Context: an optimization exercise on an open-source flow, tuned for small area and a short achievable clock period. The choices shown serve that exercise and are no tape-out recipe. Function was not checked in any run shown here: the RTL went through the layout flow alone. Power and IR drop assume default switching activity.

[flow/config.mk]
export PLATFORM = sky130hd
export DESIGN_NAME = tta16
export DESIGN_NICKNAME = tta16
export VERILOG_FILES = /design/flow/design.v
export SDC_FILE = /design/flow/constraint.sdc
export NUM_CORES = 4
export LEC_CHECK = 0
export ABC_CLOCK_PERIOD_IN_PS = 3500
export CAP_MARGIN = 20
export CORE_MARGIN = 2
export CORE_UTILIZATION = 40
export PLACE_DENSITY = 0.6
export SETUP_SLACK_MARGIN = 4.5
export SLEW_MARGIN = 20
[flow/constraint.sdc]
create_clock -name core_clock -period 8.0 [get_ports {cpu_clk_i}]
set_input_delay 1.6000 -clock core_clock [delete_from_list [all_inputs] [get_ports {cpu_clk_i}]]
set_output_delay 1.6000 -clock core_clock [all_outputs]
set_load 0.01 [all_outputs]
[flow/flow/run.sh]
#!/bin/bash
# The standard layout, with faster port buffers (buf_4 in place of the
# delay-buffer cell buffer_ports picks by default), which the resizer may
# then size as usual.
set -euo pipefail
export BUFFER_PORTS_ARGS="-buffer_cell sky130_fd_sc_hd__buf_4"
bash standard.sh > standard.log 2>&1
[flow/standard.sh]
#!/bin/bash
# synth_recipe.tcl (not shown) runs the flow's synth.tcl, then flattens the netlist and writes it again
# the make line also repeats each setting of config.mk as NAME=value (left out here)
make -C /OpenROAD-flow-scripts/flow DESIGN_CONFIG=/design/flow/config.mk WORK_HOME=/design/flow/orfs CLKGATE_MAP_FILE= SYNTH_SCRIPT=/design/flow/synth_recipe.tcl "${@:-finish}"
[flow/design.v]
module mul16_cs (
	input	[15:0]	a,
	input	[15:0]	b,
	output	[95:0]	r
);
wire one0 = b[0] ^ 1'b0;
wire two0 = (b[1] & ~b[0] & ~1'b0) | (~b[1] & b[0] & 1'b0);
wire neg0 = b[1];
wire pp0_0 = ((one0 & a[0]) | (two0 & 1'b0)) ^ neg0;
wire pp0_1 = ((one0 & a[1]) | (two0 & a[0])) ^ neg0;
wire pp0_2 = ((one0 & a[2]) | (two0 & a[1])) ^ neg0;
wire pp0_3 = ((one0 & a[3]) | (two0 & a[2])) ^ neg0;
wire pp0_4 = ((one0 & a[4]) | (two0 & a[3])) ^ neg0;
wire pp0_5 = ((one0 & a[5]) | (two0 & a[4])) ^ neg0;
wire pp0_6 = ((one0 & a[6]) | (two0 & a[5])) ^ neg0;
wire pp0_7 = ((one0 & a[7]) | (two0 & a[6])) ^ neg0;
wire pp0_8 = ((one0 & a[8]) | (two0 & a[7])) ^ neg0;
wire pp0_9 = ((one0 & a[9]) | (two0 & a[8])) ^ neg0;
wire pp0_10 = ((one0 & a[10]) | (two0 & a[9])) ^ neg0;
wire pp0_11 = ((one0 & a[11]) | (two0 & a[10])) ^ neg0;
wire pp0_12 = ((one0 & a[12]) | (two0 & a[11])) ^ neg0;
wire pp0_13 = ((one0 & a[13]) | (two0 & a[12])) ^ neg0;
wire pp0_14 = ((one0 & a[14]) | (two0 & a[13])) ^ neg0;
wire pp0_15 = ((one0 & a[15]) | (two0 & a[14])) ^ neg0;
wire pp0_16 = ((one0 & 1'b0) | (two0 & a[15])) ^ neg0;
wire one1 = b[2] ^ b[1];
wire two1 = (b[3] & ~b[2] & ~b[1]) | (~b[3] & b[2] & b[1]);
wire neg1 = b[3];
wire pp1_0 = ((one1 & a[0]) | (two1 & 1'b0)) ^ neg1;
wire pp1_1 = ((one1 & a[1]) | (two1 & a[0])) ^ neg1;
wire pp1_2 = ((one1 & a[2]) | (two1 & a[1])) ^ neg1;
wire pp1_3 = ((one1 & a[3]) | (two1 & a[2])) ^ neg1;
wire pp1_4 = ((one1 & a[4]) | (two1 & a[3])) ^ neg1;
wire pp1_5 = ((one1 & a[5]) | (two1 & a[4])) ^ neg1;
wire pp1_6 = ((one1 & a[6]) | (two1 & a[5])) ^ neg1;
wire pp1_7 = ((one1 & a[7]) | (two1 & a[6])) ^ neg1;
wire pp1_8 = ((one1 & a[8]) | (two1 & a[7])) ^ neg1;
wire pp1_9 = ((one1 & a[9]) | (two1 & a[8])) ^ neg1;
wire pp1_10 = ((one1 & a[10]) | (two1 & a[9])) ^ neg1;
wire pp1_11 = ((one1 & a[11]) | (two1 & a[10])) ^ neg1;
wire pp1_12 = ((one1 & a[12]) | (two1 & a[11])) ^ neg1;
wire pp1_13 = ((one1 & a[13]) | (two1 & a[12])) ^ neg1;
wire pp1_14 = ((one1 & a[14]) | (two1 & a[13])) ^ neg1;
wire pp1_15 = ((one1 & a[15]) | (two1 & a[14])) ^ neg1;
wire pp1_16 = ((one1 & 1'b0) | (two1 & a[15])) ^ neg1;
wire one2 = b[4] ^ b[3];
wire two2 = (b[5] & ~b[4] & ~b[3]) | (~b[5] & b[4] & b[3]);
wire neg2 = b[5];
wire pp2_0 = ((one2 & a[0]) | (two2 & 1'b0)) ^ neg2;
wire pp2_1 = ((one2 & a[1]) | (two2 & a[0])) ^ neg2;
wire pp2_2 = ((one2 & a[2]) | (two2 & a[1])) ^ neg2;
wire pp2_3 = ((one2 & a[3]) | (two2 & a[2])) ^ neg2;
wire pp2_4 = ((one2 & a[4]) | (two2 & a[3])) ^ neg2;
wire pp2_5 = ((one2 & a[5]) | (two2 & a[4])) ^ neg2;
wire pp2_6 = ((one2 & a[6]) | (two2 & a[5])) ^ neg2;
wire pp2_7 = ((one2 & a[7]) | (two2 & a[6])) ^ neg2;
wire pp2_8 = ((one2 & a[8]) | (two2 & a[7])) ^ neg2;
wire pp2_9 = ((one2 & a[9]) | (two2 & a[8])) ^ neg2;
wire pp2_10 = ((one2 & a[10]) | (two2 & a[9])) ^ neg2;
wire pp2_11 = ((one2 & a[11]) | (two2 & a[10])) ^ neg2;
wire pp2_12 = ((one2 & a[12]) | (two2 & a[11])) ^ neg2;
wire pp2_13 = ((one2 & a[13]) | (two2 & a[12])) ^ neg2;
wire pp2_14 = ((one2 & a[14]) | (two2 & a[13])) ^ neg2;
wire pp2_15 = ((one2 & a[15]) | (two2 & a[14])) ^ neg2;
wire pp2_16 = ((one2 & 1'b0) | (two2 & a[15])) ^ neg2;
wire one3 = b[6] ^ b[5];
wire two3 = (b[7] & ~b[6] & ~b[5]) | (~b[7] & b[6] & b[5]);
wire neg3 = b[7];
wire pp3_0 = ((one3 & a[0]) | (two3 & 1'b0)) ^ neg3;
wire pp3_1 = ((one3 & a[1]) | (two3 & a[0])) ^ neg3;
wire pp3_2 = ((one3 & a[2]) | (two3 & a[1])) ^ neg3;
wire pp3_3 = ((one3 & a[3]) | (two3 & a[2])) ^ neg3;
wire pp3_4 = ((one3 & a[4]) | (two3 & a[3])) ^ neg3;
wire pp3_5 = ((one3 & a[5]) | (two3 & a[4])) ^ neg3;
wire pp3_6 = ((one3 & a[6]) | (two3 & a[5])) ^ neg3;
wire pp3_7 = ((one3 & a[7]) | (two3 & a[6])) ^ neg3;
wire pp3_8 = ((one3 & a[8]) | (two3 & a[7])) ^ neg3;
wire pp3_9 = ((one3 & a[9]) | (two3 & a[8])) ^ neg3;
wire pp3_10 = ((one3 & a[10]) | (two3 & a[9])) ^ neg3;
wire pp3_11 = ((one3 & a[11]) | (two3 & a[10])) ^ neg3;
wire pp3_12 = ((one3 & a[12]) | (two3 & a[11])) ^ neg3;
wire pp3_13 = ((one3 & a[13]) | (two3 & a[12])) ^ neg3;
wire pp3_14 = ((one3 & a[14]) | (two3 & a[13])) ^ neg3;
wire pp3_15 = ((one3 & a[15]) | (two3 & a[14])) ^ neg3;
wire pp3_16 = ((one3 & 1'b0) | (two3 & a[15])) ^ neg3;
wire one4 = b[8] ^ b[7];
wire two4 = (b[9] & ~b[8] & ~b[7]) | (~b[9] & b[8] & b[7]);
wire neg4 = b[9];
wire pp4_0 = ((one4 & a[0]) | (two4 & 1'b0)) ^ neg4;
wire pp4_1 = ((one4 & a[1]) | (two4 & a[0])) ^ neg4;
wire pp4_2 = ((one4 & a[2]) | (two4 & a[1])) ^ neg4;
wire pp4_3 = ((one4 & a[3]) | (two4 & a[2])) ^ neg4;
wire pp4_4 = ((one4 & a[4]) | (two4 & a[3])) ^ neg4;
wire pp4_5 = ((one4 & a[5]) | (two4 & a[4])) ^ neg4;
wire pp4_6 = ((one4 & a[6]) | (two4 & a[5])) ^ neg4;
wire pp4_7 = ((one4 & a[7]) | (two4 & a[6])) ^ neg4;
wire pp4_8 = ((one4 & a[8]) | (two4 & a[7])) ^ neg4;
wire pp4_9 = ((one4 & a[9]) | (two4 & a[8])) ^ neg4;
wire pp4_10 = ((one4 & a[10]) | (two4 & a[9])) ^ neg4;
wire pp4_11 = ((one4 & a[11]) | (two4 & a[10])) ^ neg4;
wire pp4_12 = ((one4 & a[12]) | (two4 & a[11])) ^ neg4;
wire pp4_13 = ((one4 & a[13]) | (two4 & a[12])) ^ neg4;
wire pp4_14 = ((one4 & a[14]) | (two4 & a[13])) ^ neg4;
wire pp4_15 = ((one4 & a[15]) | (two4 & a[14])) ^ neg4;
wire pp4_16 = ((one4 & 1'b0) | (two4 & a[15])) ^ neg4;
wire one5 = b[10] ^ b[9];
wire two5 = (b[11] & ~b[10] & ~b[9]) | (~b[11] & b[10] & b[9]);
wire neg5 = b[11];
wire pp5_0 = ((one5 & a[0]) | (two5 & 1'b0)) ^ neg5;
wire pp5_1 = ((one5 & a[1]) | (two5 & a[0])) ^ neg5;
wire pp5_2 = ((one5 & a[2]) | (two5 & a[1])) ^ neg5;
wire pp5_3 = ((one5 & a[3]) | (two5 & a[2])) ^ neg5;
wire pp5_4 = ((one5 & a[4]) | (two5 & a[3])) ^ neg5;
wire pp5_5 = ((one5 & a[5]) | (two5 & a[4])) ^ neg5;
wire pp5_6 = ((one5 & a[6]) | (two5 & a[5])) ^ neg5;
wire pp5_7 = ((one5 & a[7]) | (two5 & a[6])) ^ neg5;
wire pp5_8 = ((one5 & a[8]) | (two5 & a[7])) ^ neg5;
wire pp5_9 = ((one5 & a[9]) | (two5 & a[8])) ^ neg5;
wire pp5_10 = ((one5 & a[10]) | (two5 & a[9])) ^ neg5;
wire pp5_11 = ((one5 & a[11]) | (two5 & a[10])) ^ neg5;
wire pp5_12 = ((one5 & a[12]) | (two5 & a[11])) ^ neg5;
wire pp5_13 = ((one5 & a[13]) | (two5 & a[12])) ^ neg5;
wire pp5_14 = ((one5 & a[14]) | (two5 & a[13])) ^ neg5;
wire pp5_15 = ((one5 & a[15]) | (two5 & a[14])) ^ neg5;
wire pp5_16 = ((one5 & 1'b0) | (two5 & a[15])) ^ neg5;
wire one6 = b[12] ^ b[11];
wire two6 = (b[13] & ~b[12] & ~b[11]) | (~b[13] & b[12] & b[11]);
wire neg6 = b[13];
wire pp6_0 = ((one6 & a[0]) | (two6 & 1'b0)) ^ neg6;
wire pp6_1 = ((one6 & a[1]) | (two6 & a[0])) ^ neg6;
wire pp6_2 = ((one6 & a[2]) | (two6 & a[1])) ^ neg6;
wire pp6_3 = ((one6 & a[3]) | (two6 & a[2])) ^ neg6;
wire pp6_4 = ((one6 & a[4]) | (two6 & a[3])) ^ neg6;
wire pp6_5 = ((one6 & a[5]) | (two6 & a[4])) ^ neg6;
wire pp6_6 = ((one6 & a[6]) | (two6 & a[5])) ^ neg6;
wire pp6_7 = ((one6 & a[7]) | (two6 & a[6])) ^ neg6;
wire pp6_8 = ((one6 & a[8]) | (two6 & a[7])) ^ neg6;
wire pp6_9 = ((one6 & a[9]) | (two6 & a[8])) ^ neg6;
wire pp6_10 = ((one6 & a[10]) | (two6 & a[9])) ^ neg6;
wire pp6_11 = ((one6 & a[11]) | (two6 & a[10])) ^ neg6;
wire pp6_12 = ((one6 & a[12]) | (two6 & a[11])) ^ neg6;
wire pp6_13 = ((one6 & a[13]) | (two6 & a[12])) ^ neg6;
wire pp6_14 = ((one6 & a[14]) | (two6 & a[13])) ^ neg6;
wire pp6_15 = ((one6 & a[15]) | (two6 & a[14])) ^ neg6;
wire pp6_16 = ((one6 & 1'b0) | (two6 & a[15])) ^ neg6;
wire one7 = b[14] ^ b[13];
wire two7 = (b[15] & ~b[14] & ~b[13]) | (~b[15] & b[14] & b[13]);
wire neg7 = b[15];
wire pp7_0 = ((one7 & a[0]) | (two7 & 1'b0)) ^ neg7;
wire pp7_1 = ((one7 & a[1]) | (two7 & a[0])) ^ neg7;
wire pp7_2 = ((one7 & a[2]) | (two7 & a[1])) ^ neg7;
wire pp7_3 = ((one7 & a[3]) | (two7 & a[2])) ^ neg7;
wire pp7_4 = ((one7 & a[4]) | (two7 & a[3])) ^ neg7;
wire pp7_5 = ((one7 & a[5]) | (two7 & a[4])) ^ neg7;
wire pp7_6 = ((one7 & a[6]) | (two7 & a[5])) ^ neg7;
wire pp7_7 = ((one7 & a[7]) | (two7 & a[6])) ^ neg7;
wire pp7_8 = ((one7 & a[8]) | (two7 & a[7])) ^ neg7;
wire pp7_9 = ((one7 & a[9]) | (two7 & a[8])) ^ neg7;
wire pp7_10 = ((one7 & a[10]) | (two7 & a[9])) ^ neg7;
wire pp7_11 = ((one7 & a[11]) | (two7 & a[10])) ^ neg7;
wire pp7_12 = ((one7 & a[12]) | (two7 & a[11])) ^ neg7;
wire pp7_13 = ((one7 & a[13]) | (two7 & a[12])) ^ neg7;
wire pp7_14 = ((one7 & a[14]) | (two7 & a[13])) ^ neg7;
wire pp7_15 = ((one7 & a[15]) | (two7 & a[14])) ^ neg7;
wire pp7_16 = ((one7 & 1'b0) | (two7 & a[15])) ^ neg7;
wire pp8_0 = a[0] & b[15];
wire pp8_1 = a[1] & b[15];
wire pp8_2 = a[2] & b[15];
wire pp8_3 = a[3] & b[15];
wire pp8_4 = a[4] & b[15];
wire pp8_5 = a[5] & b[15];
wire pp8_6 = a[6] & b[15];
wire pp8_7 = a[7] & b[15];
wire pp8_8 = a[8] & b[15];
wire pp8_9 = a[9] & b[15];
wire pp8_10 = a[10] & b[15];
wire pp8_11 = a[11] & b[15];
wire pp8_12 = a[12] & b[15];
wire pp8_13 = a[13] & b[15];
wire pp8_14 = a[14] & b[15];
wire pp8_15 = a[15] & b[15];
wire hs1 = neg0 ^ pp0_0;
wire hc2 = neg0 & pp0_0;
wire hs3 = pp0_1 ^ hc2;
wire hc4 = pp0_1 & hc2;
wire hs5 = neg1 ^ pp0_2;
wire hc6 = neg1 & pp0_2;
wire fs7 = pp1_0 ^ hs5 ^ hc4;
wire fc8 = (pp1_0 & hs5) | (hc4 & (pp1_0 ^ hs5));
wire hs9 = pp0_3 ^ pp1_1;
wire hc10 = pp0_3 & pp1_1;
wire fs11 = hc6 ^ hs9 ^ fc8;
wire fc12 = (hc6 & hs9) | (fc8 & (hc6 ^ hs9));
wire fs13 = neg2 ^ pp0_4 ^ pp1_2;
wire fc14 = (neg2 & pp0_4) | (pp1_2 & (neg2 ^ pp0_4));
wire hs15 = pp2_0 ^ hc10;
wire hc16 = pp2_0 & hc10;
wire fs17 = pp0_5 ^ pp1_3 ^ pp2_1;
wire fc18 = (pp0_5 & pp1_3) | (pp2_1 & (pp0_5 ^ pp1_3));
wire fs19 = fc14 ^ fs17 ^ hc16;
wire fc20 = (fc14 & fs17) | (hc16 & (fc14 ^ fs17));
wire fs21 = neg3 ^ pp0_6 ^ pp1_4;
wire fc22 = (neg3 & pp0_6) | (pp1_4 & (neg3 ^ pp0_6));
wire fs23 = pp2_2 ^ pp3_0 ^ fc18;
wire fc24 = (pp2_2 & pp3_0) | (fc18 & (pp2_2 ^ pp3_0));
wire fs25 = fs21 ^ fs23 ^ fc20;
wire fc26 = (fs21 & fs23) | (fc20 & (fs21 ^ fs23));
wire fs27 = pp0_7 ^ pp1_5 ^ pp2_3;
wire fc28 = (pp0_7 & pp1_5) | (pp2_3 & (pp0_7 ^ pp1_5));
wire fs29 = pp3_1 ^ fc22 ^ fs27;
wire fc30 = (pp3_1 & fc22) | (fs27 & (pp3_1 ^ fc22));
wire fs31 = neg4 ^ pp0_8 ^ pp1_6;
wire fc32 = (neg4 & pp0_8) | (pp1_6 & (neg4 ^ pp0_8));
wire fs33 = pp2_4 ^ pp3_2 ^ pp4_0;
wire fc34 = (pp2_4 & pp3_2) | (pp4_0 & (pp2_4 ^ pp3_2));
wire hs35 = fc28 ^ fs31;
wire hc36 = fc28 & fs31;
wire fs37 = fs33 ^ hs35 ^ fc30;
wire fc38 = (fs33 & hs35) | (fc30 & (fs33 ^ hs35));
wire fs39 = pp0_9 ^ pp1_7 ^ pp2_5;
wire fc40 = (pp0_9 & pp1_7) | (pp2_5 & (pp0_9 ^ pp1_7));
wire fs41 = pp3_3 ^ pp4_1 ^ fc32;
wire fc42 = (pp3_3 & pp4_1) | (fc32 & (pp3_3 ^ pp4_1));
wire fs43 = fc34 ^ fs39 ^ hc36;
wire fc44 = (fc34 & fs39) | (hc36 & (fc34 ^ fs39));
wire fs45 = fs41 ^ fs43 ^ fc38;
wire fc46 = (fs41 & fs43) | (fc38 & (fs41 ^ fs43));
wire fs47 = neg5 ^ pp0_10 ^ pp1_8;
wire fc48 = (neg5 & pp0_10) | (pp1_8 & (neg5 ^ pp0_10));
wire fs49 = pp2_6 ^ pp3_4 ^ pp4_2;
wire fc50 = (pp2_6 & pp3_4) | (pp4_2 & (pp2_6 ^ pp3_4));
wire fs51 = pp5_0 ^ fc40 ^ fs47;
wire fc52 = (pp5_0 & fc40) | (fs47 & (pp5_0 ^ fc40));
wire fs53 = fs49 ^ fc42 ^ fs51;
wire fc54 = (fs49 & fc42) | (fs51 & (fs49 ^ fc42));
wire fs55 = pp0_11 ^ pp1_9 ^ pp2_7;
wire fc56 = (pp0_11 & pp1_9) | (pp2_7 & (pp0_11 ^ pp1_9));
wire fs57 = pp3_5 ^ pp4_3 ^ pp5_1;
wire fc58 = (pp3_5 & pp4_3) | (pp5_1 & (pp3_5 ^ pp4_3));
wire fs59 = fc48 ^ fc50 ^ fs55;
wire fc60 = (fc48 & fc50) | (fs55 & (fc48 ^ fc50));
wire hs61 = fs57 ^ fc52;
wire hc62 = fs57 & fc52;
wire fs63 = neg6 ^ pp0_12 ^ pp1_10;
wire fc64 = (neg6 & pp0_12) | (pp1_10 & (neg6 ^ pp0_12));
wire fs65 = pp2_8 ^ pp3_6 ^ pp4_4;
wire fc66 = (pp2_8 & pp3_6) | (pp4_4 & (pp2_8 ^ pp3_6));
wire fs67 = pp5_2 ^ pp6_0 ^ fc56;
wire fc68 = (pp5_2 & pp6_0) | (fc56 & (pp5_2 ^ pp6_0));
wire fs69 = fc58 ^ fs63 ^ fs65;
wire fc70 = (fc58 & fs63) | (fs65 & (fc58 ^ fs63));
wire hs71 = fc60 ^ fs67;
wire hc72 = fc60 & fs67;
wire fs73 = fs69 ^ hc62 ^ hs71;
wire fc74 = (fs69 & hc62) | (hs71 & (fs69 ^ hc62));
wire fs75 = pp0_13 ^ pp1_11 ^ pp2_9;
wire fc76 = (pp0_13 & pp1_11) | (pp2_9 & (pp0_13 ^ pp1_11));
wire fs77 = pp3_7 ^ pp4_5 ^ pp5_3;
wire fc78 = (pp3_7 & pp4_5) | (pp5_3 & (pp3_7 ^ pp4_5));
wire fs79 = pp6_1 ^ fc64 ^ fc66;
wire fc80 = (pp6_1 & fc64) | (fc66 & (pp6_1 ^ fc64));
wire fs81 = fs75 ^ fs77 ^ fc68;
wire fc82 = (fs75 & fs77) | (fc68 & (fs75 ^ fs77));
wire fs83 = fc70 ^ fs79 ^ hc72;
wire fc84 = (fc70 & fs79) | (hc72 & (fc70 ^ fs79));
wire fs85 = neg7 ^ pp0_14 ^ pp1_12;
wire fc86 = (neg7 & pp0_14) | (pp1_12 & (neg7 ^ pp0_14));
wire fs87 = pp2_10 ^ pp3_8 ^ pp4_6;
wire fc88 = (pp2_10 & pp3_8) | (pp4_6 & (pp2_10 ^ pp3_8));
wire fs89 = pp5_4 ^ pp6_2 ^ pp7_0;
wire fc90 = (pp5_4 & pp6_2) | (pp7_0 & (pp5_4 ^ pp6_2));
wire fs91 = fc76 ^ fc78 ^ fs85;
wire fc92 = (fc76 & fc78) | (fs85 & (fc76 ^ fc78));
wire fs93 = fs87 ^ fs89 ^ fc80;
wire fc94 = (fs87 & fs89) | (fc80 & (fs87 ^ fs89));
wire hs95 = fs91 ^ fc82;
wire hc96 = fs91 & fc82;
wire fs97 = pp0_15 ^ pp1_13 ^ pp2_11;
wire fc98 = (pp0_15 & pp1_13) | (pp2_11 & (pp0_15 ^ pp1_13));
wire fs99 = pp3_9 ^ pp4_7 ^ pp5_5;
wire fc100 = (pp3_9 & pp4_7) | (pp5_5 & (pp3_9 ^ pp4_7));
wire fs101 = pp6_3 ^ pp7_1 ^ fc86;
wire fc102 = (pp6_3 & pp7_1) | (fc86 & (pp6_3 ^ pp7_1));
wire fs103 = fc88 ^ fc90 ^ fs97;
wire fc104 = (fc88 & fc90) | (fs97 & (fc88 ^ fc90));
wire fs105 = fs99 ^ fc92 ^ fs101;
wire fc106 = (fs99 & fc92) | (fs101 & (fs99 ^ fc92));
wire hs107 = fs103 ^ fc94;
wire hc108 = fs103 & fc94;
wire fs109 = pp8_0 ^ pp0_16 ^ pp1_14;
wire fc110 = (pp8_0 & pp0_16) | (pp1_14 & (pp8_0 ^ pp0_16));
wire fs111 = pp2_12 ^ pp3_10 ^ pp4_8;
wire fc112 = (pp2_12 & pp3_10) | (pp4_8 & (pp2_12 ^ pp3_10));
wire fs113 = pp5_6 ^ pp6_4 ^ pp7_2;
wire fc114 = (pp5_6 & pp6_4) | (pp7_2 & (pp5_6 ^ pp6_4));
wire fs115 = fc98 ^ fc100 ^ fs109;
wire fc116 = (fc98 & fc100) | (fs109 & (fc98 ^ fc100));
wire fs117 = fs111 ^ fs113 ^ fc102;
wire fc118 = (fs111 & fs113) | (fc102 & (fs111 ^ fs113));
wire fs119 = fc104 ^ fs115 ^ fc106;
wire fc120 = (fc104 & fs115) | (fc106 & (fc104 ^ fs115));
wire fs121 = neg0 ^ pp8_1 ^ pp1_15;
wire fc122 = (neg0 & pp8_1) | (pp1_15 & (neg0 ^ pp8_1));
wire fs123 = pp2_13 ^ pp3_11 ^ pp4_9;
wire fc124 = (pp2_13 & pp3_11) | (pp4_9 & (pp2_13 ^ pp3_11));
wire fs125 = pp5_7 ^ pp6_5 ^ pp7_3;
wire fc126 = (pp5_7 & pp6_5) | (pp7_3 & (pp5_7 ^ pp6_5));
wire fs127 = fc110 ^ fc112 ^ fc114;
wire fc128 = (fc110 & fc112) | (fc114 & (fc110 ^ fc112));
wire fs129 = fs121 ^ fs123 ^ fs125;
wire fc130 = (fs121 & fs123) | (fs125 & (fs121 ^ fs123));
wire fs131 = fc116 ^ fs127 ^ fs129;
wire fc132 = (fc116 & fs127) | (fs129 & (fc116 ^ fs127));
wire fs133 = neg0 ^ pp8_2 ^ pp1_16;
wire fc134 = (neg0 & pp8_2) | (pp1_16 & (neg0 ^ pp8_2));
wire fs135 = pp2_14 ^ pp3_12 ^ pp4_10;
wire fc136 = (pp2_14 & pp3_12) | (pp4_10 & (pp2_14 ^ pp3_12));
wire fs137 = pp5_8 ^ pp6_6 ^ pp7_4;
wire fc138 = (pp5_8 & pp6_6) | (pp7_4 & (pp5_8 ^ pp6_6));
wire fs139 = fc122 ^ fc124 ^ fc126;
wire fc140 = (fc122 & fc124) | (fc126 & (fc122 ^ fc124));
wire fs141 = fs133 ^ fs135 ^ fs137;
wire fc142 = (fs133 & fs135) | (fs137 & (fs133 ^ fs135));
wire fs143 = fc128 ^ fc130 ^ fs139;
wire fc144 = (fc128 & fc130) | (fs139 & (fc128 ^ fc130));
wire fs145 = ~neg0 ^ ~neg1 ^ pp8_3;
wire fc146 = (~neg0 & ~neg1) | (pp8_3 & (~neg0 ^ ~neg1));
wire fs147 = pp2_15 ^ pp3_13 ^ pp4_11;
wire fc148 = (pp2_15 & pp3_13) | (pp4_11 & (pp2_15 ^ pp3_13));
wire fs149 = pp5_9 ^ pp6_7 ^ pp7_5;
wire fc150 = (pp5_9 & pp6_7) | (pp7_5 & (pp5_9 ^ pp6_7));
wire fs151 = fs145 ^ fc134 ^ fc136;
wire fc152 = (fs145 & fc134) | (fc136 & (fs145 ^ fc134));
wire fs153 = fc138 ^ fs147 ^ fs149;
wire fc154 = (fc138 & fs147) | (fs149 & (fc138 ^ fs147));
wire fs155 = fc140 ^ fc142 ^ fs151;
wire fc156 = (fc140 & fc142) | (fs151 & (fc140 ^ fc142));
wire fs157 = 1'b1 ^ pp8_4 ^ fc146;
wire fc158 = (1'b1 & pp8_4) | (fc146 & (1'b1 ^ pp8_4));
wire fs159 = pp2_16 ^ pp3_14 ^ pp4_12;
wire fc160 = (pp2_16 & pp3_14) | (pp4_12 & (pp2_16 ^ pp3_14));
wire fs161 = pp5_10 ^ pp6_8 ^ pp7_6;
wire fc162 = (pp5_10 & pp6_8) | (pp7_6 & (pp5_10 ^ pp6_8));
wire fs163 = fs157 ^ fc148 ^ fc150;
wire fc164 = (fs157 & fc148) | (fc150 & (fs157 ^ fc148));
wire fs165 = fs159 ^ fs161 ^ fc152;
wire fc166 = (fs159 & fs161) | (fc152 & (fs159 ^ fs161));
wire hs167 = fc154 ^ fs163;
wire hc168 = fc154 & fs163;
wire fs169 = hs167 ^ fc156 ^ fs165;
wire fc170 = (hs167 & fc156) | (fs165 & (hs167 ^ fc156));
wire fs171 = ~neg2 ^ pp8_5 ^ pp3_15;
wire fc172 = (~neg2 & pp8_5) | (pp3_15 & (~neg2 ^ pp8_5));
wire fs173 = pp4_13 ^ pp5_11 ^ pp6_9;
wire fc174 = (pp4_13 & pp5_11) | (pp6_9 & (pp4_13 ^ pp5_11));
wire fs175 = pp7_7 ^ fc158 ^ fc160;
wire fc176 = (pp7_7 & fc158) | (fc160 & (pp7_7 ^ fc158));
wire fs177 = fc162 ^ fs171 ^ fs173;
wire fc178 = (fc162 & fs171) | (fs173 & (fc162 ^ fs171));
wire fs179 = fc164 ^ fs175 ^ fs177;
wire fc180 = (fc164 & fs175) | (fs177 & (fc164 ^ fs175));
wire hs181 = hc168 ^ fc166;
wire hc182 = hc168 & fc166;
wire fs183 = 1'b1 ^ pp8_6 ^ pp3_16;
wire fc184 = (1'b1 & pp8_6) | (pp3_16 & (1'b1 ^ pp8_6));
wire fs185 = pp4_14 ^ pp5_12 ^ pp6_10;
wire fc186 = (pp4_14 & pp5_12) | (pp6_10 & (pp4_14 ^ pp5_12));
wire fs187 = pp7_8 ^ fc172 ^ fc174;
wire fc188 = (pp7_8 & fc172) | (fc174 & (pp7_8 ^ fc172));
wire fs189 = fs183 ^ fs185 ^ fc176;
wire fc190 = (fs183 & fs185) | (fc176 & (fs183 ^ fs185));
wire fs191 = fc178 ^ fs187 ^ fs189;
wire fc192 = (fc178 & fs187) | (fs189 & (fc178 ^ fs187));
wire fs193 = ~neg3 ^ pp8_7 ^ pp4_15;
wire fc194 = (~neg3 & pp8_7) | (pp4_15 & (~neg3 ^ pp8_7));
wire fs195 = pp5_13 ^ pp6_11 ^ pp7_9;
wire fc196 = (pp5_13 & pp6_11) | (pp7_9 & (pp5_13 ^ pp6_11));
wire fs197 = fc184 ^ fc186 ^ fs193;
wire fc198 = (fc184 & fc186) | (fs193 & (fc184 ^ fc186));
wire fs199 = fs195 ^ fc188 ^ fs197;
wire fc200 = (fs195 & fc188) | (fs197 & (fs195 ^ fc188));
wire fs201 = 1'b1 ^ pp8_8 ^ pp4_16;
wire fc202 = (1'b1 & pp8_8) | (pp4_16 & (1'b1 ^ pp8_8));
wire fs203 = pp5_14 ^ pp6_12 ^ pp7_10;
wire fc204 = (pp5_14 & pp6_12) | (pp7_10 & (pp5_14 ^ pp6_12));
wire fs205 = fc194 ^ fc196 ^ fs201;
wire fc206 = (fc194 & fc196) | (fs201 & (fc194 ^ fc196));
wire hs207 = fs203 ^ fc198;
wire hc208 = fs203 & fc198;
wire fs209 = ~neg4 ^ pp8_9 ^ pp5_15;
wire fc210 = (~neg4 & pp8_9) | (pp5_15 & (~neg4 ^ pp8_9));
wire fs211 = pp6_13 ^ pp7_11 ^ fc202;
wire fc212 = (pp6_13 & pp7_11) | (fc202 & (pp6_13 ^ pp7_11));
wire fs213 = fc204 ^ fs209 ^ fc206;
wire fc214 = (fc204 & fs209) | (fc206 & (fc204 ^ fs209));
wire fs215 = 1'b1 ^ pp8_10 ^ pp5_16;
wire fc216 = (1'b1 & pp8_10) | (pp5_16 & (1'b1 ^ pp8_10));
wire fs217 = pp6_14 ^ pp7_12 ^ fc210;
wire fc218 = (pp6_14 & pp7_12) | (fc210 & (pp6_14 ^ pp7_12));
wire hs219 = fs215 ^ fc212;
wire hc220 = fs215 & fc212;
wire fs221 = fs217 ^ hs219 ^ fc214;
wire fc222 = (fs217 & hs219) | (fc214 & (fs217 ^ hs219));
wire fs223 = ~neg5 ^ pp8_11 ^ pp6_15;
wire fc224 = (~neg5 & pp8_11) | (pp6_15 & (~neg5 ^ pp8_11));
wire fs225 = pp7_13 ^ fc216 ^ fs223;
wire fc226 = (pp7_13 & fc216) | (fs223 & (pp7_13 ^ fc216));
wire hs227 = fc218 ^ fs225;
wire hc228 = fc218 & fs225;
wire fs229 = 1'b1 ^ pp8_12 ^ pp6_16;
wire fc230 = (1'b1 & pp8_12) | (pp6_16 & (1'b1 ^ pp8_12));
wire fs231 = pp7_14 ^ fc224 ^ fs229;
wire fc232 = (pp7_14 & fc224) | (fs229 & (pp7_14 ^ fc224));
wire fs233 = fc226 ^ fs231 ^ hc228;
wire fc234 = (fc226 & fs231) | (hc228 & (fc226 ^ fs231));
wire fs235 = ~neg6 ^ pp8_13 ^ pp7_15;
wire fc236 = (~neg6 & pp8_13) | (pp7_15 & (~neg6 ^ pp8_13));
wire hs237 = fc230 ^ fs235;
wire hc238 = fc230 & fs235;
wire fs239 = 1'b1 ^ pp8_14 ^ pp7_16;
wire fc240 = (1'b1 & pp8_14) | (pp7_16 & (1'b1 ^ pp8_14));
wire fs241 = fc236 ^ fs239 ^ hc238;
wire fc242 = (fc236 & fs239) | (hc238 & (fc236 ^ fs239));
wire hs243 = ~neg7 ^ pp8_15;
wire hc244 = ~neg7 & pp8_15;
wire fs245 = hs243 ^ fc240 ^ fc242;
wire fc246 = (hs243 & fc240) | (fc242 & (hs243 ^ fc240));
assign r[0] = hs1;
assign r[32] = 1'b0;
assign r[64] = 1'b0;
assign r[1] = hs3;
assign r[33] = 1'b0;
assign r[65] = 1'b0;
assign r[2] = fs7;
assign r[34] = 1'b0;
assign r[66] = 1'b0;
assign r[3] = fs11;
assign r[35] = 1'b0;
assign r[67] = 1'b0;
assign r[4] = fs13;
assign r[36] = hs15;
assign r[68] = fc12;
assign r[5] = fs19;
assign r[37] = 1'b0;
assign r[69] = 1'b0;
assign r[6] = fs25;
assign r[38] = 1'b0;
assign r[70] = 1'b0;
assign r[7] = fc24;
assign r[39] = fs29;
assign r[71] = fc26;
assign r[8] = fs37;
assign r[40] = 1'b0;
assign r[72] = 1'b0;
assign r[9] = fs45;
assign r[41] = 1'b0;
assign r[73] = 1'b0;
assign r[10] = fc44;
assign r[42] = fs53;
assign r[74] = fc46;
assign r[11] = fs59;
assign r[43] = hs61;
assign r[75] = fc54;
assign r[12] = fs73;
assign r[44] = 1'b0;
assign r[76] = 1'b0;
assign r[13] = fs81;
assign r[45] = fc74;
assign r[77] = fs83;
assign r[14] = fs93;
assign r[46] = hs95;
assign r[78] = fc84;
assign r[15] = fs105;
assign r[47] = hc96;
assign r[79] = hs107;
assign r[16] = fs117;
assign r[48] = hc108;
assign r[80] = fs119;
assign r[17] = fc118;
assign r[49] = fs131;
assign r[81] = fc120;
assign r[18] = fs141;
assign r[50] = fc132;
assign r[82] = fs143;
assign r[19] = fs153;
assign r[51] = fc144;
assign r[83] = fs155;
assign r[20] = fs169;
assign r[52] = 1'b0;
assign r[84] = 1'b0;
assign r[21] = fs179;
assign r[53] = hs181;
assign r[85] = fc170;
assign r[22] = fc180;
assign r[54] = hc182;
assign r[86] = fs191;
assign r[23] = fc190;
assign r[55] = fs199;
assign r[87] = fc192;
assign r[24] = fs205;
assign r[56] = hs207;
assign r[88] = fc200;
assign r[25] = fs211;
assign r[57] = hc208;
assign r[89] = fs213;
assign r[26] = fs221;
assign r[58] = 1'b0;
assign r[90] = 1'b0;
assign r[27] = hc220;
assign r[59] = hs227;
assign r[91] = fc222;
assign r[28] = fs233;
assign r[60] = 1'b0;
assign r[92] = 1'b0;
assign r[29] = hs237;
assign r[61] = fc232;
assign r[93] = fc234;
assign r[30] = fs241;
assign r[62] = 1'b0;
assign r[94] = 1'b0;
assign r[31] = fs245;
assign r[63] = 1'b0;
assign r[95] = 1'b0;
endmodule
module mul16_add (
	input	[95:0]	r,
	output	[31:0]	p
);
wire [31:0] x = r[31:0], y = r[63:32], z = r[95:64];
wire [31:0] s = x ^ y ^ z;
wire [31:0] c = (x & y) | (z & (x ^ y));
assign p = s + {c[30:0], 1'b0};
endmodule
`timescale 1ns/100ps
module tta16 (
	input		cpu_clk_i,
	input		cpu_rst_i,
	output	reg		wb_cyc_o,
	output	reg	[1:0]	wb_stb_o,
	output	reg		wb_we_o,
	input			wb_ack_i,
	input			wb_rty_i,
	input			wb_err_i,
	output		[2:0]	wb_cti_o,
	output		[1:0]	wb_bte_o,
	output		[22:0]	wb_adr_o,
	output		[1:0]	wb_sel_o,
	output		[15:0]	wb_dat_o,
	input		[1:0]	wb_sel_i,
	input		[15:0]	wb_dat_i,
	output			imem_en_o,
	output	reg	[9:0]	imem_adr_o,
	input		[31:0]	imem_dat_i,
	output	reg	[1:0]	imem_we_o,
	output		[9:0]	imem_wadr_o,
	output	reg	[15:0]	imem_wdat_o
);
reg		run;		 
reg	[15:0]	rf[15:0];
reg	[15:0]	t_reg0, t_reg1;
reg	[9:0]	pc_prev;
reg		t_bra;
reg	[9:0]	iadr;
reg	[6:0]	rseg, wseg;
reg	[15:0]	t_data_a, t_data_b, t_data_c, t_com;
reg		t_rad, t_wad;			 
reg		t_sub, t_bits;			 
reg	[1:0]	t_mode;				 
reg		t_reg, t_mul, t_msr;		 
reg		x_zf, x_bf;
reg	[15:0]	x_diff, x_bits, x_mem;
reg	[95:0]	x_prod;				 
reg	[22:0]	wb_adr;
reg	[15:0]	wb_dat;
wire	[31:0]	instr	= imem_dat_i;
wire	[1:0]	f_src_a	= instr[31:30];
wire	[2:0]	f_dst_a	= instr[29:27];
wire	[1:0]	f_src_b	= instr[26:25];
wire	[2:0]	f_dst_b	= instr[24:22];
wire	[1:0]	f_src_c	= instr[21:20];
wire	[1:0]	f_dst_c	= instr[19:18];
wire	[2:0]	f_com	= instr[17:15];
wire	[3:0]	f_reg1	= instr[14:11];
wire	[3:0]	f_reg0	= {instr[14], instr[10:8]};
wire	[15:0]	f_immed	= {{9{instr[7]}}, instr[6:0]};
wire	[15:0]	f_limm	= {{6{instr[10]}}, instr[9:0]};
wire	[9:0]	pc_next	= {pc_prev[8:1], pc_prev[0]^pc_prev[3], pc_prev[9]};
wire	[9:0]	pc	= imem_adr_o;	 
wire	[31:0]	prod;
mul16_add MULADD (
	.r	(x_prod),
	.p	(prod)
);
assign	wb_cti_o	= 3'b000;
assign	wb_bte_o	= 2'b00;
assign	wb_sel_o	= 2'b11;
assign	wb_adr_o	= wb_adr;
assign	wb_dat_o	= wb_dat;
assign	imem_en_o	= run;
assign	imem_wadr_o	= iadr;
wire	mem_op	= (f_dst_a == 3'd2 || f_dst_a == 3'd3);
always @(posedge cpu_clk_i)
	if (cpu_rst_i)		run	<= 1;
	else if (wb_ack_i)	run	<= 1;
	else if (mem_op)	run	<= 0;
reg	[15:0]	rd0, rd1;
integer	k;
always @(*) begin
	rd0	= 16'd0;
	rd1	= 16'd0;
	for (k = 0; k < 16; k = k + 1) begin
		rd0	= rd0 | (rf[k] & {16{f_reg0 == k}});
		rd1	= rd1 | (rf[k] & {16{f_reg1 == k}});
	end
end
reg	[15:0]	data_a, data_c, com;
always @(*) begin
	case (f_src_a)
	0:	data_a	= t_com;
	1:	data_a	= f_limm;
	2:	data_a	= t_reg0;
	3:	data_a	= x_mem;
	endcase
	case (f_src_c)
	0:	data_c	= t_com;
	1:	data_c	= x_diff;
	2:	data_c	= t_reg1;
	3:	data_c	= {6'd0, pc_next};
	endcase
	case (f_com)
	0:	com	= t_com;
	1:	com	= f_immed;
	2:	com	= t_reg1;
	3:	com	= x_mem;
	4:	com	= x_diff;
	5:	com	= x_bits;
	6:	com	= prod[15:0];
	7:	com	= prod[31:16];
	endcase
end
always @(posedge cpu_clk_i)
	if (run) begin
		t_data_a	<= data_a;
		t_data_c	<= data_c;
		t_com		<= com;
		case (f_src_b)
		0:	t_data_b	<= t_com;
		1:	t_data_b	<= f_immed;
		2:	t_data_b	<= t_reg0;
		3:	t_data_b	<= x_mem;
		endcase
		t_sub	<= (f_dst_b == 3'd1 || f_dst_b == 3'd2);
		t_bits	<= (f_dst_b == 3'd3 || f_dst_b[2]);
		t_mode	<= f_dst_b[1:0];
		t_reg	<= (f_dst_c == 2'd1);
		t_mul	<= (f_dst_c == 2'd2);
		t_msr	<= (f_dst_c == 2'd3);
		t_reg0	<= rd0;
		t_reg1	<= rd1;
	end
always @(posedge cpu_clk_i) begin
	t_rad	<= run & (f_dst_a == 3'd2);
	t_wad	<= run & (f_dst_a == 3'd3);
end
wire	jmp	= (f_dst_a == 3'd1) ||
		  (f_dst_a == 3'd5 && !x_bf) ||
		  (f_dst_a == 3'd4 && x_bf) ||
		  (f_dst_a == 3'd7 && !x_zf) ||
		  (f_dst_a == 3'd6 && x_zf);
wire	bra	= !t_bra && jmp;
always @(posedge cpu_clk_i)
	if (cpu_rst_i)		t_bra	<= 0;
	else if (run)		t_bra	<= bra;
always @(posedge cpu_clk_i)
	if (cpu_rst_i)		pc_prev	<= 10'd1;
	else if (run)		pc_prev	<= pc;
always @(posedge cpu_clk_i)
	if (cpu_rst_i)		imem_adr_o	<= 10'd2;
	else if (run)		imem_adr_o	<= bra ? data_a[9:0] : {pc[8:1], pc[0]^pc[3], pc[9]};
wire	run_n	= cpu_rst_i || wb_ack_i || (run && !mem_op);
wire	msr_n	= run ? (f_dst_c == 2'd3) : t_msr;
wire	[2:0]	dc_n	= run ? data_c[2:0] : t_data_c[2:0];
always @(posedge cpu_clk_i)
	imem_we_o	<= {run_n && msr_n && dc_n == 3'd5,
			    run_n && msr_n && dc_n == 3'd4};
always @(posedge cpu_clk_i)
	if (run && f_dst_c == 2'd3)	imem_wdat_o	<= com;
always @(posedge cpu_clk_i)
	if (run && t_reg)	rf[f_reg1]	<= t_data_c;
always @(posedge cpu_clk_i)
	if (cpu_rst_i)		x_bf	<= 0;
	else if (run && t_sub)	{x_bf, x_diff}	<= {1'b0, t_com} - {1'b0, t_data_b};
wire	[95:0]	mul_r;
mul16_cs MUL (
	.a	(t_data_c),
	.b	(t_com),
	.r	(mul_r)
);
always @(posedge cpu_clk_i)
	if (run && t_mul)	x_prod	<= mul_r;
reg	[15:0]	bits_n;
always @(*)
	case (t_mode)
	0:	bits_n	= ~(t_data_b & t_com);
	1:	bits_n	= t_data_b & t_com;
	2:	bits_n	= ~(t_data_b | t_com);
	3:	bits_n	= ~(t_data_b ^ t_com);
	endcase
always @(posedge cpu_clk_i)
	if (cpu_rst_i)
		x_zf	<= 1;
	else if (run && t_bits) begin
		x_bits	<= ~bits_n;
		x_zf	<= &bits_n;
	end
always @(posedge cpu_clk_i)
	if (cpu_rst_i)	{rseg, wseg, iadr}	<= 0;
	else if (t_msr) case (t_data_c[2:0])
		0:	rseg	<= t_com[6:0];
		1:	wseg	<= t_com[6:0];
		2:	iadr	<= t_com[9:0];
	endcase
always @(posedge cpu_clk_i)
	if (cpu_rst_i)
		{wb_we_o, wb_cyc_o, wb_stb_o}	<= 0;
	else if (t_wad) begin
		wb_cyc_o	<= 1;
		wb_we_o		<= 1;
		wb_adr		<= {wseg, t_data_a};
		wb_dat		<= t_data_c;
		wb_stb_o	<= wseg[6] ? 2'b10 : 2'b01;
	end else if (t_rad) begin
		wb_cyc_o	<= 1;
		wb_we_o		<= 0;
		wb_adr		<= {rseg, t_data_a};
		wb_stb_o	<= rseg[6] ? 2'b10 : 2'b01;
	end else if (wb_ack_i || wb_rty_i)
		{wb_we_o, wb_cyc_o, wb_stb_o}	<= 0;
always @(posedge cpu_clk_i)
	if (wb_ack_i)	x_mem	<= wb_dat_i;
endmodule	 
==> run_results.csv, run 1 <==
group,metric,value,unit
status,outcome,"no timing/DRC/antenna violations",
critical_path,rr_worst_depth,11,
synth,synth_area_leaders,"edfxtp_1, fa_1, a21oi_1",
timing,relSlewSlack,16.51,%
drt,dr.pass1.iters,8,
global_routing,antenna_found_initial,6,
drt,initialDrtViolationCount,4684,
timing,skew,36.23,ps
floorplan,core,87020,um^2
synth,ys_ff_latch,586,
layout,post-route-util,47.96,%
clocking,root_buffer,"clkbuf_16",
placed_design,dp_slack,3188,ps
timing,max_clock_freq,279.9,MHz
synth,synth_edf_count,529,
global_routing,busiest_layer,"met2",
synth,synth_common_cells,"edfxtp_1, a21oi_1, nor2_1",
power_and_ir_drop,p_clk_share,15.5,%
timing,fin_crit_sh,44.67,%
floorplan,die_h,300.7,um
clocking,holdBufCountCts,0,
clocking,path_clk_slew,60,ps
clocking,cts-htree-levels,3,
global_routing,gr-usage-met1,37.28,%
global_routing,grt_pass1_wl,190.3,mm
synth,synthArstFlopShare,0,%
clocking,clkLatencyLatePin,650,ps
placed_design,gp_congestion,0.9308,
flow_run,cap_violations,0,
timing,timing.hold.ws,417.1,ps
drt,ant_nets,0,
critical_path,path_class,"in -> reg",
global_routing,grt.overflow.total,0,
floorplan,die_w,300.7,um
power_and_ir_drop,p_int,11.42,mW
global_routing,gr-usage-all-layers,28.87,%
clocking,cts_buffer_depth,3,
timing,setup_tns,0,ps
power_and_ir_drop,power.switching,9.121,mW
synth,synth_most_common_cell,"edfxtp_1",
critical_path,critPathTopFamily,"simple AND/OR/NAND/NOR gates",
drt,vias_per_cell,6.448,
critical_path,worst-path-buf-inv,2,
power_and_ir_drop,switching_share,44.41,%
synth,yosysUniqueCellTypes,88,
timing,finalCriticalPeriod,3573,ps
synth,netlist.area_leader.share,45.10,%
power_and_ir_drop,power_per_cell_area,492.1,nW/um^2
global_routing,first_global_vias,27336,
clocking,cts_tree,"yes",
critical_path,cp-end-kind,"register",
worst_hold_path,hold_depth,0,
floorplan,start_util,40.47,%
layout,seqCellArea,17030,um^2
critical_path,critPathLaunchType,"primary input",
floorplan,pin_count,144,
synth,syn-cell-area,35220,um^2
critical_path,cpMaxStageDelayCell,"buf_4",
power_and_ir_drop,p_total,20.54,mW
timing,setup_slack,4427,ps
layout,nets,3593,
floorplan,row_count,108,
worst_hold_path,hp-class,"reg -> reg",
layout,largest_reg_flops,256,
timing,worst_slew_pin_slew,1248,ps
drt,wl_per_cell,29.62,um
synth,synth-main-ff-cell,"edfxtp_1",
drt,drc,0,
timing,rsz0062_at_grt,"yes",
layout,fillers,7757,
clocking,cts_buffers,66,
layout,multi_input_area,16900,um^2
synth,ys_seq_area_share,48.34,%
layout,syn2layout_area_growth,18.49,%
critical_path,path_max_fanout,30,
synth,ys.warnings.count,1,
timing,drv_slew,0,
critical_path,cpPeakStageDelay,460,ps
power_and_ir_drop,leakage,15.19,nW
power_and_ir_drop,worst_ir_drop_vdd,0.3698,mV
critical_path,critPathRequiredTime,8400,ps
synth,syn-instance-count,3212,
critical_path,cp_num_cells,8,
layout,drive_gt1_share,19.20,%
drt,wirelength,134.5,mm
critical_path,cp.arrival,3980,ps
floorplan,dieArea,90440,um^2
global_routing,grt_max_degree,70,
timing,setup_viol,0,
timing,hold_viol_final,0,
critical_path,cp_common_cell,"buf_4",
critical_path,path_cells,"buf_4 > nand2_2 > nor2_2 > buf_4 > a22o_1 > a221oi_1 > o2111ai_1 > o21bai_1",
power_and_ir_drop,seqPwrFrac,23.9,%
drt,vias,29286,
clocking,cts_sinks,586,
placed_design,hpwlAfterDp,82.12,mm
global_routing,grt_use_met2,43.58,%
layout,regMostFlops,"rf",
power_and_ir_drop,p_comb_share,60.6,%
placed_design,port_buffers,133,
synth,avgSynthCellArea,10.97,um^2
global_routing,use_met3,7.893,%
synth,yosysTopAreaCell,"edfxtp_1",
per-stage QoR:
step                std cells  instance area [um^2]
global route             4540                 41730
detailed placement       4298                 37390
CTS                      4497                 40880
global placement         4298                 37380
finish                   4542                 41740
floorplan                3217                 35410
layout by cell type, fill, tap and decap left out, drive strengths merged, types with 13 or more instances in the layout:
| master | instances |
|---|---|
| edfxtp | 529 |
| buf | 318 |
| a21oi | 282 |
| nor2 | 224 |
| nand2 | 216 |
| o21ai | 168 |
| inv | 164 |
| fa | 118 |
| a22oi | 105 |
| clkbuf | 92 |
| ha | 89 |
| a221oi | 85 |
| o22ai | 76 |
| mux2i | 66 |
| dfxtp | 57 |
| a22o | 56 |
| nand3 | 54 |
| nor3 | 52 |
| nand2b | 45 |
| mux4 | 43 |
| xnor2 | 39 |
| o211ai | 38 |
| maj3 | 36 |
| nor2b | 32 |
| or3 | 31 |
| nand4 | 31 |
| xor2 | 25 |
| clkinv | 25 |
| a211oi | 23 |
| a222oi | 18 |
| nor4 | 16 |
| o31ai | 14 |
| clkinvlp | 14 |
| bufbuf | 13 |
| a31o | 13 |
worst paths after layout:
| kind | startpoint | to | slack, ps |
|---|---|---|---|
| setup reg to reg | t_com[3] | MULADD.r[20] | 4480 |
| setup / recovery | imem_dat_i[12] | t_reg1[1] | 4430 |
| hold / removal | t_data_a[11] | wb_adr[11] | 420 |
| hold reg to reg | t_data_a[11] | wb_adr[11] | 420 |
repair_timing:
| action | in CTS | in global routing |
|---|---|---|
| cloned | 15 | 9 |
| pin swaps | 4 | 22 |
| gates resized for setup | 83 | 101 |
| endpoints found under the setup margin | 183 | 97 |
| setup buffers | 62 | 33 |
layer usage:
metal / part of all wire [%] / up-vias
li1: - / 12367
met1: 36 / 14215
met2: 44 / 2183
met3: 13 / 517
met4: 7.2 / 4
met5: 0.019 / -
power groups by stage:
stage                     sequential [mW]  combinational [mW]  clock [mW]
after floorplan                      4.95                7.51           0
after global placement               5.05                10.6           0
after detailed placement             5.06                10.7           0
after CTS                            4.90                11.7        3.20
after global routing                 4.95                13.8        3.33
final                                4.91                12.5        3.18
cell type report:
| type | count | area share (%) |
|---|---|---|
| multi-input cells | 2165 | 40.49 |
| clock inverters | 40 | 1.157 |
| flip-flops and latches | 586 | 40.81 |
| well taps | 1155 | 3.463 |
| repair buffers | 341 | 8.229 |
| repair inverters | 1 | 0.01799 |
| clock buffers | 82 | 4.173 |
| diodes | 2 | 0.01199 |
| inverters | 170 | 1.649 |
cell families (layout without fill, tap and decap cells):
kind of cell / Yosys count / in the layout / share of synthesized area, %
AO/OA/AOI/OAI: 987 / 987 / 18.77
XOR/XNOR: 64 / 64 / 1.591
adder cells (fa/ha/maj): 243 / 243 / 10.89
buffers and inverters: 466 / 634 / 5.290
flip-flops: 586 / 586 / 48.34
multiplexers: 121 / 121 / 5.009
other: 2 / 9 / 0.02132
AND/OR/NAND/NOR: 743 / 743 / 10.09
==> run 2: changes to the inputs <==
--- a/flow/config.mk
+++ b/flow/config.mk
@@ -7,3 +7,3 @@
 export LEC_CHECK = 0
-export ABC_CLOCK_PERIOD_IN_PS = 3500
+export ABC_AREA = 1
 export CAP_MARGIN = 20
==> run_results.csv, run 2 <==
group,metric,value,unit
power_and_ir_drop,worst_ir_drop_vdd,0.3335,mV
critical_path,cp.arrival,3930,ps
critical_path,cp-end-kind,"register",
critical_path,critPathLaunchType,"primary input",
power_and_ir_drop,power.switching,8.186,mW
global_routing,gr-usage-met1,38.11,%
layout,regMostFlops,"rf",
synth,synthArstFlopShare,0,%
synth,synth_most_common_cell,"nand2_1",
timing,drv_slew,0,
layout,n_antenna_cell,0,
floorplan,die_h,288.3,um
status,outcome,"no timing/DRC/antenna violations",
layout,syn2layout_area_growth,19.08,%
layout,fillers,7364,
layout,drive_gt1_share,16.42,%
timing,setup_viol,0,
power_and_ir_drop,switching_share,43.66,%
global_routing,antenna_found_initial,4,
clocking,cts_buffers,67,
power_and_ir_drop,power_per_cell_area,486.8,nW/um^2
timing,skew,31.18,ps
global_routing,use_met3,6.627,%
synth,synthAdderAreaFrac,10.75,%
synth,yosys.area_share.simple,12.58,%
synth,synth_mux_area_share,0,%
timing,worst_slew_pin_slew,1118,ps
global_routing,grt_use_met2,44.92,%
drt,initialDrtViolationCount,3831,
power_and_ir_drop,p_int,10.56,mW
placed_design,port_buffers,133,
timing,relSlewSlack,25.38,%
global_routing,grt_max_degree,71,
synth,netlist.area_leader.share,49.12,%
power_and_ir_drop,p_comb_share,57.7,%
synth,synth_area_leaders,"edfxtp_1, nand2_1, fa_1",
global_routing,grt.overflow.total,0,
drt,wirelength,123.7,mm
global_routing,grt_pass1_wl,173.0,mm
flow_run,cap_violations,0,
power_and_ir_drop,seqPwrFrac,26.1,%
synth,ys.warnings.count,1,
timing,setup_tns,0,ps
floorplan,core,80290,um^2
timing,hold_viol_final,0,
synth,synth_common_cells,"nand2_1, edfxtp_1, inv_1",
layout,largest_reg_flops,256,
synth,ys_ff_latch,586,
placed_design,dp_cells,4333,
synth,syn-instance-count,3185,
drt,dr.pass1.iters,7,
power_and_ir_drop,p_clk_share,16.2,%
floorplan,row_count,104,
worst_hold_path,hp-class,"reg -> reg",
clocking,path_clk_slew,60,ps
critical_path,critPathRequiredTime,8290,ps
drt,vias,26762,
synth,ys_seq_area_share,52.65,%
power_and_ir_drop,leakage,15.68,nW
floorplan,die_w,288.3,um
synth,synth_compound_area_share,13.05,%
clocking,root_buffer,"clkbuf_16",
timing,max_clock_freq,274.5,MHz
global_routing,busiest_layer,"met2",
synth,synth_top_family_by_area,"compound AO/OA/AOI/OAI gates",
synth,syn-cell-area,32340,um^2
layout,layout_commonest_cell,"nand2_1",
placed_design,hpwlAfterDp,84.51,mm
clocking,cts_tree,"yes",
synth,synth_xor_area_share,3.927,%
worst_hold_path,hp-start,"t_data_a[7]",
drt,vias_per_cell,5.842,
synth,yosysUniqueCellTypes,46,
clocking,cts-htree-levels,3,
timing,finalCriticalPeriod,3644,ps
synth,synth_edf_count,529,
layout,seqCellArea,17030,um^2
clocking,clkLatencyLatePin,620,ps
floorplan,dieArea,83140,um^2
floorplan,start_util,40.28,%
clocking,cts_buffer_depth,3,
global_routing,gr-usage-all-layers,29.10,%
timing,fin_crit_sh,45.54,%
critical_path,r2r-start,"t_com[4]",
clocking,cts_sinks,586,
synth,synth-main-ff-cell,"edfxtp_1",
layout,final_cell_mix,"nand2_1, edfxtp_1, inv_1",
critical_path,path_class,"in -> reg",
placed_design,gp_congestion,1.005,
synth,yosysTopAreaCell,"edfxtp_1",
critical_path,path_max_fanout,10,
drt,ant_nets,0,
timing,rsz0062_at_grt,"yes",
layout,fin_cells,4581,
critical_path,startpoint,"imem_dat_i[8]",
synth,avgSynthCellArea,10.15,um^2
floorplan,pin_count,144,
drt,wl_per_cell,27.01,um
global_routing,first_global_vias,25390,
layout,nets,3735,
drt,drc,0,
layout,multi_input_area,13500,um^2
-- run 2: cell count changes after synthesis, moves of 66 or more --
| cell | change |
|---|---|
| mux2i_1 | -66 |
| inv_1 | +284 |
| a21oi_1 | -131 |
| o22ai_1 | +102 |
| nand2_1 | +417 |
| xor2_1 | +115 |
| clkbuf_1 | -134 |
| a22oi_1 | -90 |
-- run 2: logic make-up after synthesis --
family                   after synthesis
flip-flops                           586
AO/OA/AOI/OAI                        674
AND/OR/NAND/NOR                      989
other                                  2
XOR/XNOR                             145
buffers and inverters                582
adder cells (fa/ha/maj)              207
-- run 2: critical path, cell delays in order --
cell,delay [ps]
buf_4,160
inv_1,150
nor2_1,100
nand2_1,460
inv_2,340
nand2_1,140
o2111ai_1,180
nor3_1,490
nand4_1,300
-- run 2: final timing paths --
| path | endpoint | slack, ps | cells after the start |
|---|---|---|---|
| worst min-delay path | wb_adr[7] | 410 | 0 |
| worst max-delay path | t_reg0[11] | 4360 | 9 |
| worst max register to register | MULADD.r[77] | 4470 | 15 |
| worst min register to register | wb_adr[7] | 410 | 0 |
-- run 2: routing by layer --
layer / part of all wire [%] / up-vias / wire length [um]
met1: 38 / 12866 / 47520
li1: - / 11625 / -
met2: 44 / 1816 / 54220
met3: 11 / 453 / 13860
met4: 6.6 / 2 / 8136
met5: 0.0057 / - / 7
-- run 2: per-stage QoR --
stage / setup WS, ps / instance area, um^2 / util, % / hold WS (ps) / power, mW
after floorplan: 4501 / 32430 / - / 400.3 / 11.37
final: 4356 / 38510 / 47.97 / 414.4 / 18.75
after global placement: 3693 / 34700 / 43.22 / 403.6 / 14.32
after global routing: 4399 / 38510 / 47.97 / 421.4 / 20.32
after detailed placement: 3651 / 34700 / 43.22 / 404.5 / 14.50
after CTS: 4435 / 37710 / 46.97 / 417.4 / 18.11
-- run 2: cell type report --
type	instances	area share, %
Sequential cell	586	44.22
Multi-Input combinational cell	2022	35.06
Timing Repair Buffer	325	6.995
Inverter	471	4.743
Clock buffer	81	4.594
Tap cell	1060	3.444
Clock inverter	36	0.9454
-- run 2: power by group through the flow --
stage / clock network, mW / logic (mW) / registers (mW)
floorplan: 0 / 6.43 / 4.94
detailed placement: 0 / 9.47 / 5.02
CTS: 3.08 / 10.1 / 4.89
finish: 3.04 / 10.8 / 4.90
global placement: 0 / 9.31 / 5.01
global route: 3.19 / 12.2 / 4.93
-- run 2: what timing repair did --
item	in CTS	in global routing
gates cloned	0	1
resized for setup	63	83
setup endpoints to repair	47	56
pin swaps	3	39
buffers inserted	79	51
hold buffers	0	0
==> run 3: changes to the inputs <==
==> flow/flow/run.sh (replaced) <==
#!/bin/bash
# The standard layout, with faster port buffers (buf_2 in place of the
# delay-buffer cell buffer_ports picks by default), which the resizer may
# then size as usual.
set -euo pipefail
export BUFFER_PORTS_ARGS="-buffer_cell sky130_fd_sc_hd__buf_2"
bash standard.sh > standard.log 2>&1
--- a/flow/config.mk
+++ b/flow/config.mk
@@ -7,7 +7,7 @@
 export LEC_CHECK = 0
-export ABC_AREA = 1
+export ABC_CLOCK_PERIOD_IN_PS = 3500
 export CAP_MARGIN = 20
 export CORE_MARGIN = 2
-export CORE_UTILIZATION = 40
-export PLACE_DENSITY = 0.6
+export CORE_UTILIZATION = 55
+export PLACE_DENSITY = 0.7
 export SETUP_SLACK_MARGIN = 4.5
==> run_results.csv, run 3 <==
group,metric,value,unit
status,outcome,"no timing/DRC/antenna violations",
timing,setup_viol,0,
clocking,root_buffer,"clkbuf_16",
synth,yosysTopAreaCell,"edfxtp_1",
power_and_ir_drop,switching_share,44.77,%
floorplan,die_h,257.1,um
global_routing,grt.overflow.total,0,
timing,drv_slew,0,
clocking,clkLatencyLatePin,680,ps
placed_design,hpwlAfterDp,80.02,mm
timing,rsz0062_at_grt,"yes",
power_and_ir_drop,seqPwrFrac,24.3,%
synth,synth_edf_count,529,
timing,hold_viol_final,0,
worst_hold_path,hp-class,"reg -> reg",
flow_run,cap_violations,0,
critical_path,path_class,"in -> reg",
floorplan,pin_count,144,
timing,finalCriticalPeriod,3627,ps
floorplan,row_count,92,
timing,fin_crit_sh,45.34,%
power_and_ir_drop,power_per_cell_area,499.1,nW/um^2
timing,setup_tns,0,ps
global_routing,grt_max_degree,86,
synth,synth_most_common_cell,"edfxtp_1",
synth,avgSynthCellArea,10.97,um^2
synth,ys.warnings.count,1,
synth,synth_common_cells,"edfxtp_1, a21oi_1, nor2_1",
layout,largest_reg_flops,256,
clocking,path_clk_slew,60,ps
global_routing,gr-usage-all-layers,37.18,%
power_and_ir_drop,p_int,11.20,mW
drt,ant_nets,0,
global_routing,first_global_vias,28141,
drt,vias_per_cell,7.167,
timing,max_clock_freq,275.7,MHz
drt,drc,0,
critical_path,path_max_fanout,22,
clocking,cts_sinks,586,
floorplan,start_util,55.73,%
layout,post-route-util,64.28,%
synth,ys_ff_latch,586,
power_and_ir_drop,worst_ir_drop_vdd,0.2974,mV
placed_design,gp_congestion,1.041,
synth,ys_seq_area_share,48.34,%
clocking,cts-htree-levels,2,
timing,skew,43.79,ps
floorplan,core,63200,um^2
global_routing,antenna_found_initial,6,
drt,dr.pass1.iters,10,
drt,wl_per_cell,30.78,um
clocking,cts_buffers,61,
drt,vias,30110,
critical_path,critPathRequiredTime,8300,ps
drt,wirelength,129.3,mm
global_routing,grt_pass1_wl,183.0,mm
critical_path,cp-end-kind,"register",
placed_design,port_buffers,133,
timing,relSlewSlack,17.78,%
clocking,cts_tree,"yes",
layout,fillers,4733,
power_and_ir_drop,power.switching,9.078,mW
layout,nets,3569,
layout,final_cell_mix,"edfxtp_1, a21oi_1, nand2_1",
drt,initialDrtViolationCount,5724,
floorplan,die_w,257.1,um
synth,synth_area_leaders,"edfxtp_1, fa_1, a21oi_1",
floorplan,dieArea,66080,um^2
layout,drive_gt1_share,18.57,%
layout,regMostFlops,"rf",
layout,syn2layout_area_growth,15.34,%
critical_path,cp.arrival,3930,ps
synth,yosysUniqueCellTypes,88,
synth,netlist.area_leader.share,45.10,%
timing,worst_slew_pin_slew,1232,ps
synth,synthArstFlopShare,0,%
synth,synth-main-ff-cell,"edfxtp_1",
critical_path,critPathLaunchType,"primary input",
layout,layout_commonest_cell,"edfxtp_1",
power_and_ir_drop,p_comb_share,61.2,%
clocking,cts_buffer_depth,3,
synth,syn-cell-area,35220,um^2
power_and_ir_drop,p_clk_share,14.5,%
synth,syn-instance-count,3212,
power_and_ir_drop,leakage,14.87,nW
-- run 3: cell type report --
type | count | area, um^2 | area share, %
flip-flops and latches | 586 | 17030 | 41.92
multi-input cells | 2165 | 16820 | 41.41
repair buffers | 323 | 2963 | 7.293
clock buffers | 75 | 1673 | 4.118
well taps | 846 | 1059 | 2.606
inverters | 170 | 683.2 | 1.682
clock inverters | 35 | 390.4 | 0.9609
diodes | 1 | 2.502 | 0.006160
-- run 3: what timing repair did --
action,4_1_cts,5_1_grt
setup buffers,41,37
pin swaps,12,50
gates cloned,10,10
setup endpoints to repair,140,51
resized for setup,127,100
hold buffers,0,0
-- run 3: cell families after synthesis --
logic type	Yosys count	share of synthesized area, %
AOI/OAI and AO/OA	987	18.77
xor gates and xnor gates	64	1.591
adders and majority gates	243	10.89
buffers and inverters	466	5.290
DFF	586	48.34
muxes	121	5.009
other	2	0.02132
and+or+nand+nor	743	10.09
-- run 3: critical path: stages --
cell	delay, ps
buf_6	230
nand2b_1	520
nor3_4	210
buf_4	250
a22oi_1	260
nand2_1	70
a2111oi_0	440
nand4_1	310
-- run 3: power groups by stage --
| stage | Clock, mW | Combinational, mW | Sequential, mW |
|---|---|---|---|
| floorplan | 0 | 7.51 | 4.95 |
| global placement | 0 | 10.3 | 4.94 |
| detailed placement | 0 | 10.8 | 4.95 |
| CTS | 2.95 | 11.5 | 4.90 |
| global route | 3.08 | 13.5 | 4.96 |
| finish | 2.93 | 12.4 | 4.92 |
-- run 3: worst paths after layout --
| path | start | slack [ps] | cells past startpoint | end |
|---|---|---|---|---|
| max | imem_dat_i[14] | 4370 | 8 | t_reg0[12] |
| max reg2reg | t_com[12] | 4510 | 10 | MULADD.r[20] |
| min | t_data_a[15] | 420 | 0 | wb_adr[15] |
| min reg2reg | t_data_a[15] | 420 | 0 | wb_adr[15] |
-- run 3: routing by layer --
| metal | part of all wire (%) | track usage (%) | vias up |
|---|---|---|---|
| li1 | - | - | 12316 |
| met1 | 35 | 49.57 | 14447 |
| met2 | 44 | 56.77 | 2696 |
| met3 | 15 | 9.309 | 645 |
| met4 | 6.3 | 18.69 | 6 |
| met5 | 0.037 | 0 | - |
-- run 3: per-stage QoR --
| stage | std cells | area, um^2 | hold WS [ps] | worst slack [ps] | power (mW) |
|---|---|---|---|---|---|
| floorplan | 3217 | 35410 | 400.3 | 4354 | 12.46 |
| CTS | 4152 | 39860 | 420.6 | 4423 | 19.34 |
| detailed placement | 3991 | 36650 | 405.2 | 3213 | 15.72 |
| finish | 4201 | 40630 | 424.8 | 4373 | 20.28 |
| global placement | 3991 | 36640 | 405.9 | 3250 | 15.29 |
| global route | 4200 | 40620 | 434.7 | 4436 | 21.53 |

[port drivers added, routing unchanged]
No port has a modelled driver above. Below, the same layouts with a new extraction and two added sets of constraints. Step 1 (the two cells are an assumption about what drives the block):
set clk [get_ports {cpu_clk_i}]
set_driving_cell -lib_cell sky130_fd_sc_hd__clkbuf_16 $clk
set_driving_cell -lib_cell sky130_fd_sc_hd__buf_2 [delete_from_list [all_inputs] $clk]
Step 2, shift: input delay + t, output delay - t, t = (earliest + latest rising clock arrival at the registers) / 2. This alone moves slack from input paths to output paths. a / b / c = no drivers / after step 1 / after step 2; a / b = the first two.
run	t (ns)	setup slack, ns	hold WS [ns]	worst setup path at the end
run 1	0.704	4.427 / 4.443 / 3.739	0.417 / 0.417 / 0.417	input to register
run 2	0.671	4.356 / 4.397 / 3.726	0.414 / 0.414 / 0.414	input to register
run 3	0.720	4.373 / 4.400 / 3.680	0.425 / 0.425 / 0.425	input to register
After both steps every run listed still meets setup and hold. For run 3, which loses most, drivers alone change the setup slack by +0.027 ns; drivers and shift together by -0.693 ns.
